This is an optimization exercise on Yosys and OpenROAD, whose aim is small area and a short achievable clock period, not a production implementation.
Function was checked by simulation only, so behaviour that the tests miss may differ from the original.
Power figures rest on the tool's default switching activity, not on a simulated workload.

==> pepper <==
Design conv_1_control, start of the top module:
module conv_1_control #(
    parameter
        AXI_HP_BIT   = 64,
        ADDR_WIDTH   = 14,
        DATA_WIDTH   = 16,
        ROW_WIDTH    = 10,
        COLUMN_WIDTH = 9,
        MAC_WIDTH    = DATA_WIDTH + DATA_WIDTH,
        OUT_WIDTH    = MAC_WIDTH + 4
)(
    input  wire                    clk,
    input  wire                    reset,
    input  wire                    sudo_reset,
    input  wire                    conv1_en,
    output wire                    conv1_done,
    input  wire [9:0]              in_row,
    input  wire [9:0]              in_column,
    input  wire [11:0]             input_channel,
    input  wire [11:0]             output_channel,
    output reg                     in_rd_en,
    output wire [ADDR_WIDTH:0]     in_rd_addr,
    input  wire [AXI_HP_BIT-1:0]   in_rd_data,
    output reg                     we_rd_en,
    output wire [ADDR_WIDTH-1:0]   we_rd_addr,
    input  wire [AXI_HP_BIT-1:0]   we_rd_data,
    output reg                     out_wr_en,
    output wire [ADDR_WIDTH-1:0]   out_wr_addr,
    output wire [AXI_HP_BIT-1:0]   out_wr_data
);
==> flow/config.mk <==
export PLATFORM = sky130hd
export DESIGN_NAME = conv_1_control
export DESIGN_NICKNAME = conv_1_control
export VERILOG_FILES = /design/flow/design.v
export SDC_FILE = /design/flow/constraint.sdc
export NUM_CORES = 8
export LEC_CHECK = 0
export CAP_MARGIN = 30
export CORE_MARGIN = 2
export CORE_UTILIZATION = 65
export SLEW_MARGIN = 30
export SYNTH_HIERARCHICAL = 1
export BUFFER_PORTS_ARGS = -buffer_cell sky130_fd_sc_hd__buf_1
export CTS_ARGS = -sink_clustering_enable -repair_clock_nets -dont_use_dummy_load -buf_list {sky130_fd_sc_hd__clkbuf_8 sky130_fd_sc_hd__clkbuf_16} -sink_clustering_size 24 -sink_clustering_max_diameter 80
==> flow/constraint.sdc <==
create_clock -name core_clock -period 140.0 [get_ports {clk}]
set_input_delay 28.0000 -clock core_clock [delete_from_list [all_inputs] [get_ports {clk}]]
set_output_delay 28.0000 -clock core_clock [all_outputs]
set_load 0.01 [all_outputs]
standard.sh (not shown) runs the stock make flow with config.mk's settings and CLKGATE_MAP_FILE= SYNTH_SCRIPT=/design/flow/synth_recipe.tcl, a recipe that flattens the netlist after the stock synthesis.
==> flow/flow/run.sh <==
#!/bin/bash
set -euo pipefail
cat >> config.mk <<'EOC'
export BUFFER_PORTS_ARGS = -buffer_cell sky130_fd_sc_hd__buf_1
export CTS_ARGS = -sink_clustering_enable -repair_clock_nets -dont_use_dummy_load -buf_list {sky130_fd_sc_hd__clkbuf_8 sky130_fd_sc_hd__clkbuf_16} -sink_clustering_size 24 -sink_clustering_max_diameter 80
EOC
bash standard.sh > standard.log 2>&1
==> inputs of willow, as changes to pepper <==
--- a/flow/design.v
+++ b/flow/design.v
@@ -16,24 +16,23 @@
     output wire                    conv1_done,
     input  wire [9:0]              in_row,
     input  wire [9:0]              in_column,
     input  wire [11:0]             input_channel,
     input  wire [11:0]             output_channel,
-    output reg                     in_rd_en,
+    output wire                    in_rd_en,
     output wire [ADDR_WIDTH:0]     in_rd_addr,
     input  wire [AXI_HP_BIT-1:0]   in_rd_data,
     output reg                     we_rd_en,
     output wire [ADDR_WIDTH-1:0]   we_rd_addr,
     input  wire [AXI_HP_BIT-1:0]   we_rd_data,
     output reg                     out_wr_en,
     output wire [ADDR_WIDTH-1:0]   out_wr_addr,
     output wire [AXI_HP_BIT-1:0]   out_wr_data
 );
-    reg s_idle, s_lw, s_ld, s_la, s_store, s_del, s_next, s_done;
+    reg s_idle, s_lw, s_ld, s_conv, s_la, s_store, s_del, s_next, s_done;
     assign conv1_done = s_done;
-    wire s_conv;
-    assign s_conv = we_rd_en & ~s_ld;
+    assign in_rd_en   = s_conv;
     reg [11:0] ic_q, oc_q;
     reg [11:0] cc;           
     reg [5:0]  nc;           
     reg [10:0] x;            
     reg [10:0] rn;           
@@ -79,22 +78,21 @@
     conv1_add #(.W(13)) u_wadd (.a(wa[12:0]), .b(wb[12:0]), .ci(s_del | wa_inc), .y({wc13, wsum[12:0]}));
     assign wsum[13] = wa[13] ^ wb[13] ^ (wc13 & ~ic_zero);
     wire [13:0] oa_inc;
     conv1_inc #(.W(13)) u_oa_inc (.a(oa), .ci(s_lw & out_wr_en), .y(oa_inc));
     wire [11:0] xsum;
-    wire        xc1;
-    conv1_ha u_xh0 (.a(x[0]), .b(nn[0]), .s(xsum[0]), .co(xc1));
-    conv1_add #(.W(10)) u_xadd (.a(x[10:1]), .b(nn[10:1]), .ci(xc1), .y(xsum[11:1]));
+    conv1_add #(.W(11)) u_xadd (.a(x), .b(nn), .ci(1'b0), .y(xsum));
     wire n_is1  = !n_big && (nn == 11'd1);
     wire bit10  = xsum[10] & ~n_is1;
     wire [10:0] ra_n = s_conv ? {10'h3ff, ~bit10} : rn;
     wire ba = s_conv ? xsum[9] : s_store ? x[7] : (s_del | s_next) ? x[5] : s_lw ? x[3] : x[1];
     wire bb = s_conv ? xsum[8] : s_store ? x[6] : (s_del | s_next) ? x[4] : s_lw ? x[2] : x[0];
     wire [10:0] rb_n, rc_n;
     conv1_divstep u_dsa (.rn(ra_n), .b(ba), .n(nn), .big(n_big), .rn_o(rb_n));
     conv1_divstep u_dsb (.rn(rb_n), .b(bb), .n(nn), .big(n_big), .rn_o(rc_n));
-    wire [10:0] xnew = 11'd0 - rc_n;
+    wire [11:0] xnew;
+    conv1_inc #(.W(11)) u_xinc (.a(~rc_n), .ci(1'b1), .y(xnew));
     wire [7:0] b_one, b_two, b_neg;
     genvar gi;
     generate
         for (gi = 0; gi < 8; gi = gi + 1) begin : g_booth
             wire bm1 = (gi == 0) ? 1'b0 : wl_q[2*gi-1];
@@ -123,22 +121,22 @@
                        ({16{sl2}} & we_rd_data[47:32]) | ({16{sl3}} & we_rd_data[63:48]) |
                        ({16{s_la}} & {16{we_rd_data[63]}}) |
                        ({16{s_idle}} & {6'd0, in_column});
     always @(posedge clk or negedge reset) begin
         if (!reset) begin
-            s_idle <= 1'b1; s_lw <= 1'b0; s_ld <= 1'b0; in_rd_en <= 1'b0; s_la <= 1'b0;
+            s_idle <= 1'b1; s_lw <= 1'b0; s_ld <= 1'b0; s_conv <= 1'b0; s_la <= 1'b0;
             s_store <= 1'b0; s_del <= 1'b0; s_next <= 1'b0; s_done <= 1'b0;
             we_rd_en <= 1'b0; out_wr_en <= 1'b0;
         end else if (sudo_reset) begin
-            s_idle <= 1'b1; s_lw <= 1'b0; s_ld <= 1'b0; in_rd_en <= 1'b0; s_la <= 1'b0;
+            s_idle <= 1'b1; s_lw <= 1'b0; s_ld <= 1'b0; s_conv <= 1'b0; s_la <= 1'b0;
             s_store <= 1'b0; s_del <= 1'b0; s_next <= 1'b0; s_done <= 1'b0;
             we_rd_en <= 1'b0; out_wr_en <= 1'b0;
         end else begin
             s_idle  <= (s_idle & ~conv1_en) | s_done;
             s_lw    <= (s_idle & conv1_en) | s_la | s_del | (s_next & ~umatch);
             s_ld    <= s_lw | (s_conv & ~last & ~a3);
-            in_rd_en <= s_ld;
+            s_conv  <= s_ld;
             s_la    <= s_conv & ~last & a3;
             s_store <= s_conv & last;
             s_del   <= s_store & ~ncmatch;
             s_next  <= s_store & ncmatch;
             s_done  <= s_next & umatch;
@@ -183,15 +181,13 @@
     input  wire [10:0] n,
     input  wire        big,
     output wire [10:0] rn_o
 );
     wire [11:0] tn = {rn, ~b};
-    wire [11:0] s;
-    wire        c1;
-    conv1_ha u_h0 (.a(tn[0]), .b(n[0]), .s(s[0]), .co(c1));
-    conv1_add #(.W(10)) u_add (.a(tn[10:1]), .b(n[10:1]), .ci(c1), .y(s[11:1]));
-    wire keep = (tn[11] & s[11]) | big;
+    wire [12:0] s;
+    conv1_add #(.W(12)) u_add (.a(tn), .b({1'b0, n}), .ci(1'b0), .y(s));
+    wire keep = s[12] | big;
     assign rn_o = keep ? tn[10:0] : s[10:0];
 endmodule
 module conv1_add #(parameter W = 8) (
     input  wire [W-1:0] a,
     input  wire [W-1:0] b,
==> flow/flow/run.sh (replaced) <==
#!/bin/bash
set -euo pipefail
cat >> config.mk <<'EOC'
export BUFFER_PORTS_ARGS = -buffer_cell sky130_fd_sc_hd__buf_1
export CTS_ARGS = -sink_clustering_enable -repair_clock_nets -dont_use_dummy_load -buf_list {sky130_fd_sc_hd__clkbuf_4 sky130_fd_sc_hd__clkbuf_8} -sink_clustering_size 18 -sink_clustering_max_diameter 60
EOC
bash standard.sh > standard.log 2>&1
Settings changed: CORE_UTILIZATION 65 to 40, CTS_ARGS -sink_clustering_enable -repair_clock_nets -dont_use_dummy_load -buf_list {sky130_fd_sc_hd__clkbuf_8 sky130_fd_sc_hd__clkbuf_16} -sink_clustering_size 24 -sink_clustering_max_diameter 80 to -sink_clustering_enable -repair_clock_nets -dont_use_dummy_load -buf_list {sky130_fd_sc_hd__clkbuf_4 sky130_fd_sc_hd__clkbuf_8} -sink_clustering_size 18 -sink_clustering_max_diameter 60.
==> comparison <==
- Between pepper and willow, the lower non-clock buffer count is in willow (gap 5).
- pepper completed without violations. willow finished clean.
- In willow the routed wire length is higher than in pepper, by 6.8%.
- Synthesized cell count: pepper is lower than willow (about 0.45%).
- Against willow, the fmax of pepper is larger by 0.61%.
- In willow the setup slack is lower than in pepper, by 0.18 ns.
- Of pepper and willow, pepper has the higher via count (gap about 2.4%, measured against willow).
- In pepper the total power is larger than in willow, by 15%.
- In worst hold slack, pepper and willow hardly differ.
- Of willow and pepper, pepper has the higher combinational power (gap 17%, measured against pepper).


==> build 48 <==
conv_1_control, a different RTL version from the one above (not shown whole).
Settings: LEC_CHECK=0, CAP_MARGIN=10, CORE_MARGIN=2, CORE_UTILIZATION=65, SLEW_MARGIN=10, SYNTH_HIERARCHICAL=1, BUFFER_PORTS_ARGS=-buffer_cell sky130_fd_sc_hd__buf_1, CTS_ARGS=-sink_clustering_enable -repair_clock_nets -dont_use_dummy_load -buf_list {sky130_fd_sc_hd__clkbuf_8} -sink_clustering_size 16 -sink_clustering_max_diameter 60; clock period 140.0 ns.
==> flow/flow/run.sh <==
#!/bin/bash
# Layout flow: the standard flow (standard.sh, which also runs the
# standard synthesis) with two changes to how the layout is made:
#  - the port buffers are the smallest buffer cell (buf_1);
#  - the clock tree uses clkbuf_8 with sink clusters of up to 16 flip-flops and no
#    dummy loads.
# standard.sh's output goes to standard.log; ORFS keeps each step's log
# under orfs/logs/.
set -euo pipefail
cat >> config.mk <<'EOC'
export BUFFER_PORTS_ARGS = -buffer_cell sky130_fd_sc_hd__buf_1
export CTS_ARGS = -sink_clustering_enable -repair_clock_nets -dont_use_dummy_load -buf_list {sky130_fd_sc_hd__clkbuf_8} -sink_clustering_size 16 -sink_clustering_max_diameter 60
EOC
bash standard.sh > standard.log 2>&1
==> inputs of trial 46, as changes to build 48 <==
--- a/flow/design.v
+++ b/flow/design.v
@@ -229,30 +229,16 @@
     input  wire s2,
     input  wire a2,
     input  wire s3,
     input  wire a3,
     output wire yn
 );
     assign yn = ~((s1 & a1) | (s2 & a2) | (s3 & a3));
 endmodule
-module conv1_xnor (
-    input  wire a,
-    input  wire b,
-    output wire y
-);
-    assign y = ~(a ^ b);
-endmodule
-module conv1_or (
-    input  wire a,
-    input  wire b,
-    output wire y
-);
-    assign y = a | b;
-endmodule
 module conv1_fa (
     input  wire a,
     input  wire b,
     input  wire c,
     output wire s,
     output wire co
 );
     assign s  = a ^ b ^ c;
@@ -434,34 +420,34 @@
     conv1_fa u164 (.a(w149), .b(w125), .c(w126), .s(w163), .co(w164));
     conv1_fa u166 (.a(w151), .b(w152), .c(cn[10]), .s(w165), .co(w166));
     conv1_fa u168 (.a(w153), .b(w154), .c(cn[11]), .s(w167), .co(w168));
     conv1_fa u170 (.a(w157), .b(w158), .c(w140), .s(w169), .co(w170));
     conv1_fa u172 (.a(w159), .b(w160), .c(w111), .s(w171), .co(w172));
     conv1_fa u174 (.a(w168), .b(w155), .c(w156), .s(w173), .co(w174));
     conv1_fa u176 (.a(w170), .b(w171), .c(w113), .s(w175), .co(w176));
     assign w177 = w172 ^ w161 ^ w162;
-    conv1_xnor u179 (.a(w1), .b(cn[0]), .y(w178));
-    conv1_or u179o (.a(w1), .b(cn[0]), .y(w179));
+    assign w178 = ~(w1 ^ cn[0]);
+    assign w179 = w1 | cn[0];
     conv1_fa u181 (.a(w2), .b(cn[1]), .c(w179), .s(w180), .co(w181));
-    conv1_xnor u183 (.a(w73), .b(w181), .y(w182));
-    conv1_or u183o (.a(w73), .b(w181), .y(w183));
+    assign w182 = ~(w73 ^ w181);
+    assign w183 = w73 | w181;
     conv1_fa u185 (.a(w74), .b(w75), .c(w183), .s(w184), .co(w185));
-    conv1_xnor u187 (.a(w118), .b(w185), .y(w186));
-    conv1_or u187o (.a(w118), .b(w185), .y(w187));
+    assign w186 = ~(w118 ^ w185);
+    assign w187 = w118 | w185;
     conv1_fa u189 (.a(w119), .b(w120), .c(w187), .s(w188), .co(w189));
-    conv1_xnor u191 (.a(w146), .b(w189), .y(w190));
-    conv1_or u191o (.a(w146), .b(w189), .y(w191));
+    assign w190 = ~(w146 ^ w189);
+    assign w191 = w146 | w189;
     conv1_fa u193 (.a(w147), .b(w148), .c(w191), .s(w192), .co(w193));
-    conv1_xnor u195 (.a(w163), .b(w193), .y(w194));
-    conv1_or u195o (.a(w163), .b(w193), .y(w195));
+    assign w194 = ~(w163 ^ w193);
+    assign w195 = w163 | w193;
     conv1_fa u197 (.a(w164), .b(w150), .c(w195), .s(w196), .co(w197));
-    conv1_xnor u199 (.a(w165), .b(w197), .y(w198));
-    conv1_or u199o (.a(w165), .b(w197), .y(w199));
+    assign w198 = ~(w165 ^ w197);
+    assign w199 = w165 | w197;
     conv1_fa u201 (.a(w166), .b(w167), .c(w199), .s(w200), .co(w201));
-    conv1_xnor u203 (.a(w173), .b(w201), .y(w202));
-    conv1_or u203o (.a(w173), .b(w201), .y(w203));
+    assign w202 = ~(w173 ^ w201);
+    assign w203 = w173 | w201;
     conv1_fa u205 (.a(w174), .b(w169), .c(w203), .s(w204), .co(w205));
-    conv1_xnor u207 (.a(w175), .b(w205), .y(w206));
-    conv1_or u207o (.a(w175), .b(w205), .y(w207));
+    assign w206 = ~(w175 ^ w205);
+    assign w207 = w175 | w205;
     assign w208 = w176 ^ w177 ^ w207;
     assign y = ~{w208, w206, w204, w202, w200, w198, w196, w194, w192, w190, w188, w186, w184, w182, w180, w178};
 endmodule
==> flow/flow/run.sh (replaced) <==
#!/bin/bash
# Layout flow: the standard flow (standard.sh, which also runs the
# standard synthesis) with two changes to how the layout is made:
#  - the port buffers are the smallest buffer cell (buf_1);
#  - the clock tree uses clkbuf_8/clkbuf_16, larger sink clusters and no
#    dummy loads.
# standard.sh's output goes to standard.log; ORFS keeps each step's log
# under orfs/logs/.
set -euo pipefail
cat >> config.mk <<'EOC'
export BUFFER_PORTS_ARGS = -buffer_cell sky130_fd_sc_hd__buf_1
export CTS_ARGS = -sink_clustering_enable -repair_clock_nets -dont_use_dummy_load -buf_list {sky130_fd_sc_hd__clkbuf_16} -sink_clustering_size 30 -sink_clustering_max_diameter 90
EOC
bash standard.sh > standard.log 2>&1
- CORE_UTILIZATION: 65 -> 50
- CTS_ARGS: -sink_clustering_enable -repair_clock_nets -dont_use_dummy_load -buf_list {sky130_fd_sc_hd__clkbuf_8} -sink_clustering_size 16 -sink_clustering_max_diameter 60 -> -sink_clustering_enable -repair_clock_nets -dont_use_dummy_load -buf_list {sky130_fd_sc_hd__clkbuf_16} -sink_clustering_size 30 -sink_clustering_max_diameter 90
==> inputs of trial 51, as changes to build 48 <==
- CORE_UTILIZATION: 65 -> 75
==> notes.md <==
- Synthesized cell count is the same in build 48 and trial 51.
- Trial 51 produced a clean layout. Build 48 went through all stages and came out clean. Trial 46 completed with no timing, DRC or antenna violations.
- Routed wire length: trial 51 < build 48 < trial 46.
- Non-clock buffer count, highest first: build 48, trial 51, trial 46.
- Hold slack, lowest first: trial 51, build 48, trial 46.

## port drivers added, routing unchanged
The results above use ideal ports. As a check the final layouts listed here were re-extracted and re-timed, cells and wires unchanged.
Step 1 (the two cells are an assumption about what drives the block):
set clk [get_ports {clk}]
set_driving_cell -lib_cell sky130_fd_sc_hd__clkbuf_16 $clk
set_driving_cell -lib_cell sky130_fd_sc_hd__buf_2 [delete_from_list [all_inputs] $clk]
Step 2 also shifts input and output timing later by t, the mid clock arrival at the registers, as if the neighbouring blocks saw the same clock.
a / b / c = no drivers / after step 1 / after step 2; a / b = the first two.
run | shift t [ns] | slack for setup (ns) | worst setup path after step 2 | latest minus earliest clock arrival (ns) | cell pins on the clock port's net
pepper | 0.569 | 110.854 / 110.795 / 110.904 | input to register | 0.051 / 0.051 | 1
willow | 0.708 | 110.676 / 110.619 / 111.059 | input to register | 0.141 / 0.142 | 1
build 48 | 0.620 | 110.763 / 110.716 / 110.919 | input to register | 0.088 / 0.088 | 1
trial 46 | 0.573 | 110.805 / 110.748 / 110.910 | input to register | 0.085 / 0.085 | 1
trial 51 | 0.609 | 110.766 / 110.715 / 110.929 | input to register | 0.089 / 0.089 | 1
After both steps setup and hold are still met in every run listed.
